What follows belongs to an exercise in optimizing a design on an open flow for small area, a short achievable clock period and few clock cycles; a production flow would make more cautious choices. Function was checked by simulation only, so behaviour that the tests miss may differ from the original. No activity file was given, so power comes from the tool's default toggle rates.

Setup of run A:
==> flow/design.v <==
module ULA (
	input  [15:0] A,
	input  [15:0] B,
	input  [4:0]  OP,
	input  [6:0]  SEL,
	input         YK,          
	input         YI,          
	input         CI,          
	input  [15:0] LIDO,        
	input  [15:0] LITERAL,
	input  [15:0] LINK,
	output [15:0] RESU,        
	output O,
	output C,
	output S,
	output Z
);
	wire [15:0] Y = (B & {16{~YK}}) ^ {16{YI}};
	wire [17:0] SOMA_X = {1'b0, A, 1'b1} + {1'b0, Y, CI};
	wire [16:0] SOMA = SOMA_X[17:1];
	wire C_arit = SOMA[16] ^ (YI & ~YK);
	assign O = (A[15] == Y[15]) && (SOMA[15] != A[15]);
	wire um = (OP[3:0] == 4'b1111);
	wire [15:0] LOGICA;
	genvar i;
	generate
		for (i = 0; i < 16; i = i + 1) begin : g_logica
			assign LOGICA[i] = OP[{~B[i], ~A[i]}] && (i == 0 || !um);
		end
	endgenerate
	wire [15:0] LS = ({16{SEL[1]}} & LOGICA)
	               | ({16{SEL[2]}} & {A[14:0], 1'b0})
	               | ({16{SEL[3]}} & {A[15], A[15:1]});
	assign RESU = ({16{SEL[0]}} & SOMA[15:0]) | LS
	            | ({16{SEL[4]}} & LIDO) | ({16{SEL[5]}} & LITERAL) | ({16{SEL[6]}} & LINK);
	assign C = SEL[0] ? C_arit : (SEL[2] ? A[15] : A[0]);
	assign S = SEL[0] ? SOMA[15] : LS[15];
	assign Z = SEL[0] ? (SOMA[15:0] == 16'd0) : (LS == 16'd0);
endmodule
module Registrador_Flags(
	input clock,
	input reset,
	input habilita,
	input [4:0] controleOperacao,
	input Z, C, S, O,
	output reg [3:0] ZCSO       
);
	always @(posedge clock) begin
		if (reset)
			ZCSO <= 4'b0000;
		else if (habilita) begin
			case (controleOperacao)
				5'b10000: ZCSO[0] <= Z;
				5'b01000, 5'b01001: begin
					ZCSO[0] <= Z; ZCSO[1] <= C; ZCSO[2] <= S;
				end
				5'b00000, 5'b00001, 5'b00011,
				5'b00100, 5'b00101, 5'b00110: begin
					ZCSO <= {O, S, C, Z};
				end
				5'b10001, 5'b10010,
				5'b10100, 5'b10101, 5'b10110, 5'b10111,
				5'b11000, 5'b11001, 5'b11010, 5'b11011,
				5'b11100, 5'b11101, 5'b11110: begin
					ZCSO[0] <= Z; ZCSO[2] <= S;
				end
				default: ;
			endcase
		end
	end
endmodule
module TesteFlagsTemporario(
	input [3:0] RFlag_ZCSO,
	input [3:0] condicao,
	input Ver_Fal,
	output reg saida
);
	always @(*) begin
		case (condicao)
			4'b0100: saida = ~(Ver_Fal ^ RFlag_ZCSO[2]);
			4'b0101: saida = ~(Ver_Fal ^ RFlag_ZCSO[0]);
			4'b0110: saida = ~(Ver_Fal ^ RFlag_ZCSO[1]);
			4'b0111: saida = (~(Ver_Fal ^ RFlag_ZCSO[2])) | (~(Ver_Fal ^ RFlag_ZCSO[0]));
			4'b0000: saida = Ver_Fal;
			4'b0011: saida = ~(Ver_Fal ^ RFlag_ZCSO[3]);
			default: saida = 1'b0;
		endcase
	end
endmodule
module Extensor(
	input [15:0] instrucao,
	input desvia,              
	input [15:0] PC,
	input [15:0] B,
	output [15:0] proximo
);
	wire [15:0] desloc = instrucao[13] ? {{4{instrucao[11]}}, instrucao[11:0]}    
	                                   : {{8{instrucao[7]}}, instrucao[7:0]};     
	wire [15:0] alvo = (instrucao[13:12] == 2'b11) ? B : PC + desloc;
	assign proximo = desvia ? alvo : PC + 16'd1;
endmodule
module Banco_Registro (
	input clock,
	input Hab_Lo,
	input Hab_Hi,
	input [2:0] Sel_E,
	input [15:0] E,
	input [2:0] Sel_A,
	input [2:0] Sel_B,
	output [15:0] A,
	output [15:0] B
);
	reg [127:0] registro;    
	integer i;
	always @(posedge clock)
		for (i = 0; i < 8; i = i + 1) begin
			if (Hab_Lo && Sel_E == i)
				registro[16*i +: 8] <= E[7:0];
			if (Hab_Hi && Sel_E == i)
				registro[16*i+8 +: 8] <= E[15:8];
		end
	assign A = registro[16*Sel_A +: 16];
	assign B = registro[16*Sel_B +: 16];
endmodule
module IntegracaoModulos(
	input clock,
	input reset,
	output [15:0] imem_addr,
	input  [15:0] imem_data,
	output [15:0] dmem_addr,
	output [15:0] dmem_wdata,
	output dmem_we,
	input  [15:0] dmem_rdata,
	output halted
);
	reg [15:0] PC;         
	reg [15:0] IR;         
	reg [15:0] RA, RB;     
	reg        valido;     
	reg        halted_r;   
	reg        escrita;    
	reg  [6:0] sel;        
	reg  [2:0] yctl;       
	wire [1:0] formato = IR[15:14];
	wire [4:0] op = IR[10:6];
	wire [15:0] A, B, RESU, proximo;
	wire Z, C, S, O, salto;
	wire [3:0] ZCSO;
	wire eh_alu   = (formato == 2'b10);
	wire eh_store = eh_alu && (op == 5'b01011);
	wire eh_jreg  = (formato == 2'b00) && (IR[13:12] == 2'b11);
	wire eh_jal   = eh_jreg && !IR[11];
	wire desvia   = valido && (formato == 2'b00) && (IR[13] ? 1'b1 : salto);
	wire [2:0] Sel_E = eh_jal ? 3'd6 : IR[13:11];
	wire [15:0] E = RESU;
	wire [15:0] literal = IR[15] ? {IR[7:0], IR[7:0]} : {{5{IR[10]}}, IR[10:0]};
	wire escreve = valido && ((formato == 2'b01) || (eh_alu && !eh_store) || eh_jal);
	wire hab_lo = escreve || (valido && formato == 2'b11 && !IR[10]);
	wire hab_hi = escreve || (valido && formato == 2'b11 && IR[10]);
	wire [2:0] Sel_A = imem_data[5:3];
	wire [2:0] Sel_B = imem_data[2:0];
	Banco_Registro Banco_Registro(
		.clock(clock), .Hab_Lo(hab_lo), .Hab_Hi(hab_hi), .Sel_E(Sel_E), .E(E),
		.Sel_A(Sel_A), .Sel_B(Sel_B), .A(A), .B(B)
	);
	wire fA = (Sel_A == Sel_E), fB = (Sel_B == Sel_E);
	wire [1:0] fmt_F = imem_data[15:14];
	wire [4:0] op_F  = imem_data[10:6];
	wire [6:0] sel_F = {
		(fmt_F == 2'b00) && (imem_data[13:11] == 3'b110),                   
		fmt_F[0],                                                             
		(fmt_F == 2'b10) && (op_F == 5'b01010),                               
		(fmt_F == 2'b10) && (op_F == 5'b01001),                               
		(fmt_F == 2'b10) && (op_F == 5'b01000),                               
		(fmt_F == 2'b10) && op_F[4],                                          
		(fmt_F == 2'b10) && (op_F[4:3] == 2'b00) && (op_F[2:0] != 3'b010)
		                 && (op_F[2:0] != 3'b111)                             
	};
	always @(posedge clock) begin
		if (reset) begin
			PC <= 16'd0;
			valido <= 1'b0;
			halted_r <= 1'b0;
			escrita <= 1'b0;
		end else begin
			PC <= proximo;
			valido <= !desvia;
			if (!desvia && imem_data == 16'h2FFF)
				halted_r <= 1'b1;
			escrita <= !desvia && (imem_data[15:14] == 2'b10) && (imem_data[10:6] == 5'b01011);
		end
		IR <= imem_data;
		sel <= sel_F;
		yctl <= (fmt_F == 2'b10 && op_F[4:3] == 2'b00) ? op_F[2:0] : 3'b000;
		RA[7:0]  <= (fA && hab_lo) ? E[7:0]  : A[7:0];
		RA[15:8] <= (fA && hab_hi) ? E[15:8] : A[15:8];
		RB[7:0]  <= (fB && hab_lo) ? E[7:0]  : B[7:0];
		RB[15:8] <= (fB && hab_hi) ? E[15:8] : B[15:8];
	end
	assign imem_addr = PC;
	assign halted = halted_r;
	Extensor Extensor(.instrucao(IR), .desvia(desvia), .PC(PC), .B(RB), .proximo(proximo));
	ULA ULA(.A(RA), .B(RB), .OP(op), .SEL(sel), .YK(yctl[1]), .YI(yctl[2]), .CI(yctl[0]), .LIDO(dmem_rdata), .LITERAL(literal),
	        .LINK(PC), .RESU(RESU), .O(O), .C(C), .S(S), .Z(Z));
	Registrador_Flags Registrador_Flags(
		.clock(clock), .reset(reset), .habilita(valido && eh_alu), .controleOperacao(op),
		.Z(Z), .C(C), .S(S), .O(O), .ZCSO(ZCSO)
	);
	TesteFlagsTemporario TesteFlagsTemporario(
		.RFlag_ZCSO(ZCSO), .condicao(IR[11:8]), .Ver_Fal(IR[12]), .saida(salto)
	);
	assign dmem_addr  = RA;
	assign dmem_wdata = RB;
	assign dmem_we    = escrita;
endmodule
clock: 9.0 ns
lec_check: 0
cap_margin: 20
core_margin: 2
core_utilization: 40
slew_margin: 20
standard.sh (not shown) runs the stock make flow with config.mk's settings and CLKGATE_MAP_FILE= SYNTH_SCRIPT=/design/flow/synth_recipe.tcl, a recipe that flattens the netlist after the stock synthesis.
==> flow/flow/run.sh <==
#!/bin/bash
# The standard layout (standard.sh: standard synthesis, floorplan, power
# grid, placement, CTS, routing), with these changes to how it is made:
#  - ports are buffered with buf_1 cells (by default buffer_ports picks the
#    larger and slower delay buffer clkdlybuf4s50_1); every port still gets
#    its own buffer;
#  - clock tree synthesis adds no dummy loads and builds the tree from
#    clkbuf_8 buffers.
# The full output of the flow goes to standard.log; ORFS keeps each step's
# log under orfs/logs/.
set -euo pipefail
bash standard.sh \
	"SETUP_SLACK_MARGIN=6" "TNS_END_PERCENT=0" \
	"BUFFER_PORTS_ARGS=-buffer_cell sky130_fd_sc_hd__buf_1" \
	"CTS_ARGS=-sink_clustering_enable -repair_clock_nets -dont_use_dummy_load -buf_list sky130_fd_sc_hd__clkbuf_8" \
	finish > standard.log 2>&1
Testbench counts of run A, summed over its fixed seeds: cycles 28,186.
Input changes introduced in run B (baseline for comparison: run A):
Settings: a change of CORE_UTILIZATION from 40 to 55.
==> flow/flow/run.sh <==
#!/bin/bash
# The standard layout, with changes to how it is made:
#  - ports are buffered with buf_2 cells (by default buffer_ports picks a
#    delay buffer, clkdlybuf4s50_1, which is larger and slower);
#  - clock tree synthesis adds no dummy loads and uses clkbuf_8 buffers;
set -euo pipefail
bash standard.sh \
	"SETUP_SLACK_MARGIN=6" "TNS_END_PERCENT=0" \
	"BUFFER_PORTS_ARGS=-buffer_cell sky130_fd_sc_hd__buf_2" \
	"CTS_ARGS=-sink_clustering_enable -repair_clock_nets -dont_use_dummy_load -buf_list sky130_fd_sc_hd__clkbuf_8" \
	finish > standard.log 2>&1
### Flow results
Run B completed; timing, DRC and antenna clean. Against run A, run B reports a delay of the slowest cell on the worst path that is higher. [compare] base=run A new=run B: register fraction of the total cell area saw an increase, detailed-router iteration count before antenna repair moved up.
The following lists how run C was set up differently from run B:
Settings: CORE_UTILIZATION now 40, was 55.
--- a/flow/flow/run.sh
+++ b/flow/flow/run.sh
@@ -7,5 +7,5 @@
 bash standard.sh \
 	"SETUP_SLACK_MARGIN=6" "TNS_END_PERCENT=0" \
-	"BUFFER_PORTS_ARGS=-buffer_cell sky130_fd_sc_hd__buf_2" \
+	"BUFFER_PORTS_ARGS=-buffer_cell sky130_fd_sc_hd__buf_1" \
 	"CTS_ARGS=-sink_clustering_enable -repair_clock_nets -dont_use_dummy_load -buf_list sky130_fd_sc_hd__clkbuf_8" \
 	finish > standard.log 2>&1
All of run C and run B finish clean. Status: multi-input gate count parity (run C, run B). Maximum clock frequency: lower on run B. Compared run C vs run B, and non-clock buffer count is up in run C. Standard cell core area is lower on run B. Looking at share of total power in the clock network, run C sits 0.4 points above run B.
For run D, these inputs were changed with respect to run C:
--- a/flow/flow/run.sh
+++ b/flow/flow/run.sh
@@ -6,5 +6,5 @@
 set -euo pipefail
 bash standard.sh \
-	"SETUP_SLACK_MARGIN=6" "TNS_END_PERCENT=0" \
+	"SETUP_SLACK_MARGIN=6" "TNS_END_PERCENT=10" \
 	"BUFFER_PORTS_ARGS=-buffer_cell sky130_fd_sc_hd__buf_1" \
 	"CTS_ARGS=-sink_clustering_enable -repair_clock_nets -dont_use_dummy_load -buf_list sky130_fd_sc_hd__clkbuf_8" \
--- outcome ---
Of run D and run C, it is run D that has the lower sum of routed wire segments on met1.
Peak clock frequency supported by timing delta (run C -> run D): insignificant
The buffer count excluding the clock tree in the final layout number comes out higher for run D vs run C.
Run D against run C: count of inverters not on the clock network in the layout closely matched the old numbers; combinational power closely matched the old numbers; final cell utilization of the core closely matched the old numbers.
The hold slack on run D is in line with that on run C.
Run C → run D: area overhead of the layout relative to synthesis went up 0.35 points, met2 layer wire length in the routed design now larger.
Final area up about 0.3% in run D wrt run C
[run D] length in cells of the worst reg-to-reg path rose 3 relative to run C
Here is what was changed in the inputs of run E compared with run D.
--- a/flow/flow/run.sh
+++ b/flow/flow/run.sh
@@ -6,6 +6,6 @@
 set -euo pipefail
 bash standard.sh \
-	"SETUP_SLACK_MARGIN=6" "TNS_END_PERCENT=10" \
-	"BUFFER_PORTS_ARGS=-buffer_cell sky130_fd_sc_hd__buf_1" \
-	"CTS_ARGS=-sink_clustering_enable -repair_clock_nets -dont_use_dummy_load -buf_list sky130_fd_sc_hd__clkbuf_8" \
+	"SETUP_SLACK_MARGIN=6" "TNS_END_PERCENT=0" \
+	"BUFFER_PORTS_ARGS=-buffer_cell sky130_fd_sc_hd__buf_2" \
+	"CTS_ARGS=-sink_clustering_enable -repair_clock_nets -dont_use_dummy_load -buf_list sky130_fd_sc_hd__clkbuf_16 -sink_clustering_size 25" \
 	finish > standard.log 2>&1
Notes after the runs:
Final cell area: run E above run D. Run E: flow completed, timing, DRC and antenna clean. Run E vs run D — worst slack after detailed placement dropped 0.059 ns. Cmp run D and run E / portion of total power attributed to combinational logic / lower: run E. When run E is set beside run D, its total power turns out to be about 3.5% larger. Looking at clock group share of total power, run E sits 2.3 points above run D. Relative to run D, fraction of area in multi-input gates has gone down in run E. Relative to run D, cell count decreased by about 1.2% in run E.

before:
RTL: the design.v shown in full above, as it stands there.
==> flow/config.mk <==
export PLATFORM = sky130hd
export DESIGN_NAME = IntegracaoModulos
export DESIGN_NICKNAME = IntegracaoModulos
export VERILOG_FILES = /design/flow/design.v
export SDC_FILE = /design/flow/constraint.sdc
export NUM_CORES = 4
export LEC_CHECK = 0
export CAP_MARGIN = 20
export CORE_MARGIN = 2
export CORE_UTILIZATION = 40
export SLEW_MARGIN = 20
==> flow/constraint.sdc <==
create_clock -name core_clock -period 9.0 [get_ports {clock}]
set_input_delay 1.8000 -clock core_clock [delete_from_list [all_inputs] [get_ports {clock}]]
set_output_delay 1.8000 -clock core_clock [all_outputs]
set_load 0.01 [all_outputs]
==> flow/flow/run.sh <==
#!/bin/bash
# The standard layout, with changes to how it is made:
#  - ports are buffered with buf_2 cells (by default buffer_ports picks a
#    delay buffer, clkdlybuf4s50_1, which is larger and slower);
#  - clock tree synthesis adds no dummy loads and uses clkbuf_8 buffers;
set -euo pipefail
bash standard.sh \
	"SETUP_SLACK_MARGIN=6" "TNS_END_PERCENT=0" \
	"BUFFER_PORTS_ARGS=-buffer_cell sky130_fd_sc_hd__buf_2" \
	"CTS_ARGS=-sink_clustering_enable -repair_clock_nets -dont_use_dummy_load -buf_list sky130_fd_sc_hd__clkbuf_16" \
	finish > standard.log 2>&1
Testbench counts of before, summed over its fixed seeds: cycles 28,186.
Inputs modified between before and after:
--- a/flow/flow/run.sh
+++ b/flow/flow/run.sh
@@ -7,5 +7,5 @@
 bash standard.sh \
-	"SETUP_SLACK_MARGIN=6" "TNS_END_PERCENT=0" \
+	"SETUP_SLACK_MARGIN=7" "TNS_END_PERCENT=0" \
 	"BUFFER_PORTS_ARGS=-buffer_cell sky130_fd_sc_hd__buf_2" \
-	"CTS_ARGS=-sink_clustering_enable -repair_clock_nets -dont_use_dummy_load -buf_list sky130_fd_sc_hd__clkbuf_16" \
+	"CTS_ARGS=-sink_clustering_enable -repair_clock_nets -dont_use_dummy_load -buf_list sky130_fd_sc_hd__clkbuf_8" \
 	finish > standard.log 2>&1
Findings:
after went all the way through synthesis, placement and routing and the layout is clean on timing, DRC and antenna.
Relative to before, routing usage on met3 has increased by 0.73 points in after.
The H-tree level count reported for after is greater than that of before by 1.
Comparing before and after, final cell count is higher on after.

Setup of run 1:
// IntegracaoModulos: RTL as listed in full above, without the edits since
clock: 9.0 ns
lec_check: 0
abc_area: 1
cap_margin: 20
core_margin: 2
core_utilization: 40
slew_margin: 20
==> flow/flow/run.sh <==
#!/bin/bash
# The standard layout, with changes to how it is made:
#  - ports are buffered with buf_2 cells (by default buffer_ports picks a
#    delay buffer, clkdlybuf4s50_1, which is larger and slower);
#  - clock tree synthesis adds no dummy loads and uses clkbuf_8 buffers;
set -euo pipefail
bash standard.sh \
	"SETUP_SLACK_MARGIN=6" "TNS_END_PERCENT=0" \
	"BUFFER_PORTS_ARGS=-buffer_cell sky130_fd_sc_hd__buf_1" \
	"CTS_ARGS=-sink_clustering_enable -repair_clock_nets -dont_use_dummy_load -buf_list sky130_fd_sc_hd__clkbuf_8" \
	finish > standard.log 2>&1
Testbench counts of run 1, summed over its fixed seeds: cycles 28,186.
#### Input delta (run 2 over run 1)
Settings: clearing ABC_AREA, which used to be 1.
-- flow/flow/run.sh --
<<< run 1, line 6
set -euo pipefail
bash standard.sh \
	"SETUP_SLACK_MARGIN=6" "TNS_END_PERCENT=0" \
	"BUFFER_PORTS_ARGS=-buffer_cell sky130_fd_sc_hd__buf_1" \
	"CTS_ARGS=-sink_clustering_enable -repair_clock_nets -dont_use_dummy_load -buf_list sky130_fd_sc_hd__clkbuf_8" \
>>> run 2, line 6
set -euo pipefail
bash standard.sh \
	"SETUP_SLACK_MARGIN=5.75" "TNS_END_PERCENT=0" \
	"BUFFER_PORTS_ARGS=-buffer_cell sky130_fd_sc_hd__buf_1" \
	"CTS_ARGS=-sink_clustering_enable -repair_clock_nets -dont_use_dummy_load -buf_list sky130_fd_sc_hd__clkbuf_8" \
Notes after the runs:
- Comparing the two runs side by side, run 2 comes out ahead of run 1 on power.
- For run 2, the endpoint of the most critical setup path was Banco_Registro.registro[28]$_DFFE_PP_, unlike run 1, where it was dmem_addr[11].
- Re minimum setup slack after placement: run 2 is 150 ps down on run 1.
- For area taken by flip-flops and latches, run 1 and run 2 come out practically identical.
- [compare] base=run 1 new=run 2: area growth from synthesis to layout -0.34 points; final estimated routing congestion in global placement now sits lower.
- Min sequential cell fraction of total power across run 2 and run 1: run 1
--- input diff run 2..run 3 ---
==> flow/flow/run.sh <==
#!/bin/bash
# The standard layout, with changes to how it is made:
#  - ports are buffered with buf_2 cells (by default buffer_ports picks a
#    delay buffer, clkdlybuf4s50_1, which is larger and slower);
#  - clock tree synthesis adds no dummy loads and uses clkbuf_8 buffers;
set -euo pipefail
bash standard.sh \
	"SETUP_SLACK_MARGIN=6" "TNS_END_PERCENT=0" \
	"BUFFER_PORTS_ARGS=-buffer_cell sky130_fd_sc_hd__buf_2" \
	"CTS_ARGS=-sink_clustering_enable -repair_clock_nets -dont_use_dummy_load -buf_list sky130_fd_sc_hd__clkbuf_8" \
	finish > standard.log 2>&1
### Flow results
Compared with run 2, run 3 ends up with a larger final cell area. Run 3 vs run 2: non-clock buffer count up in run 3. [compare] base=run 2 new=run 3: switching power summed over all nets saw an increase; total power saw an increase.

[port drivers added, routing unchanged]
Ports are ideal in the flow. The routed layouts listed here were re-timed in OpenROAD.
Step 1, drivers: a clkbuf_16 drives clock and a buf_2 each remaining input, both assumed.
Step 2, shift: input delay + t, output delay - t, t = (earliest + latest rising clock arrival at the registers) / 2. This alone moves slack from input paths to output paths.
Slacks: ideal / step 1 / step 2; pairs: ideal / step 1.
run	t, ns	slack for setup (ns)	worst data-port slew with drivers (ns)	cell pins on the clock port's net
run A	0.550	5.904 / 5.857 / 5.449	0.05	1
run B	0.532	5.865 / 5.823 / 5.403	0.03	1
run C	0.550	5.904 / 5.857 / 5.449	0.05	1
run D	0.554	5.904 / 5.856 / 5.444	0.04	1
run E	0.558	5.902 / 5.846 / 5.431	0.04	1
before	0.558	5.902 / 5.846 / 5.431	0.04	1
after	0.547	5.961 / 5.944 / 5.435	0.04	1
run 1	0.553	5.857 / 5.810 / 5.397	0.04	1
run 2	0.541	5.819 / 5.819 / 5.330	0.04	1
run 3	0.547	5.894 / 5.844 / 5.435	0.04	1
After both steps every run listed still meets setup and hold. For after, which loses most, drivers alone change the setup slack by -0.017 ns; drivers and shift together by -0.526 ns.
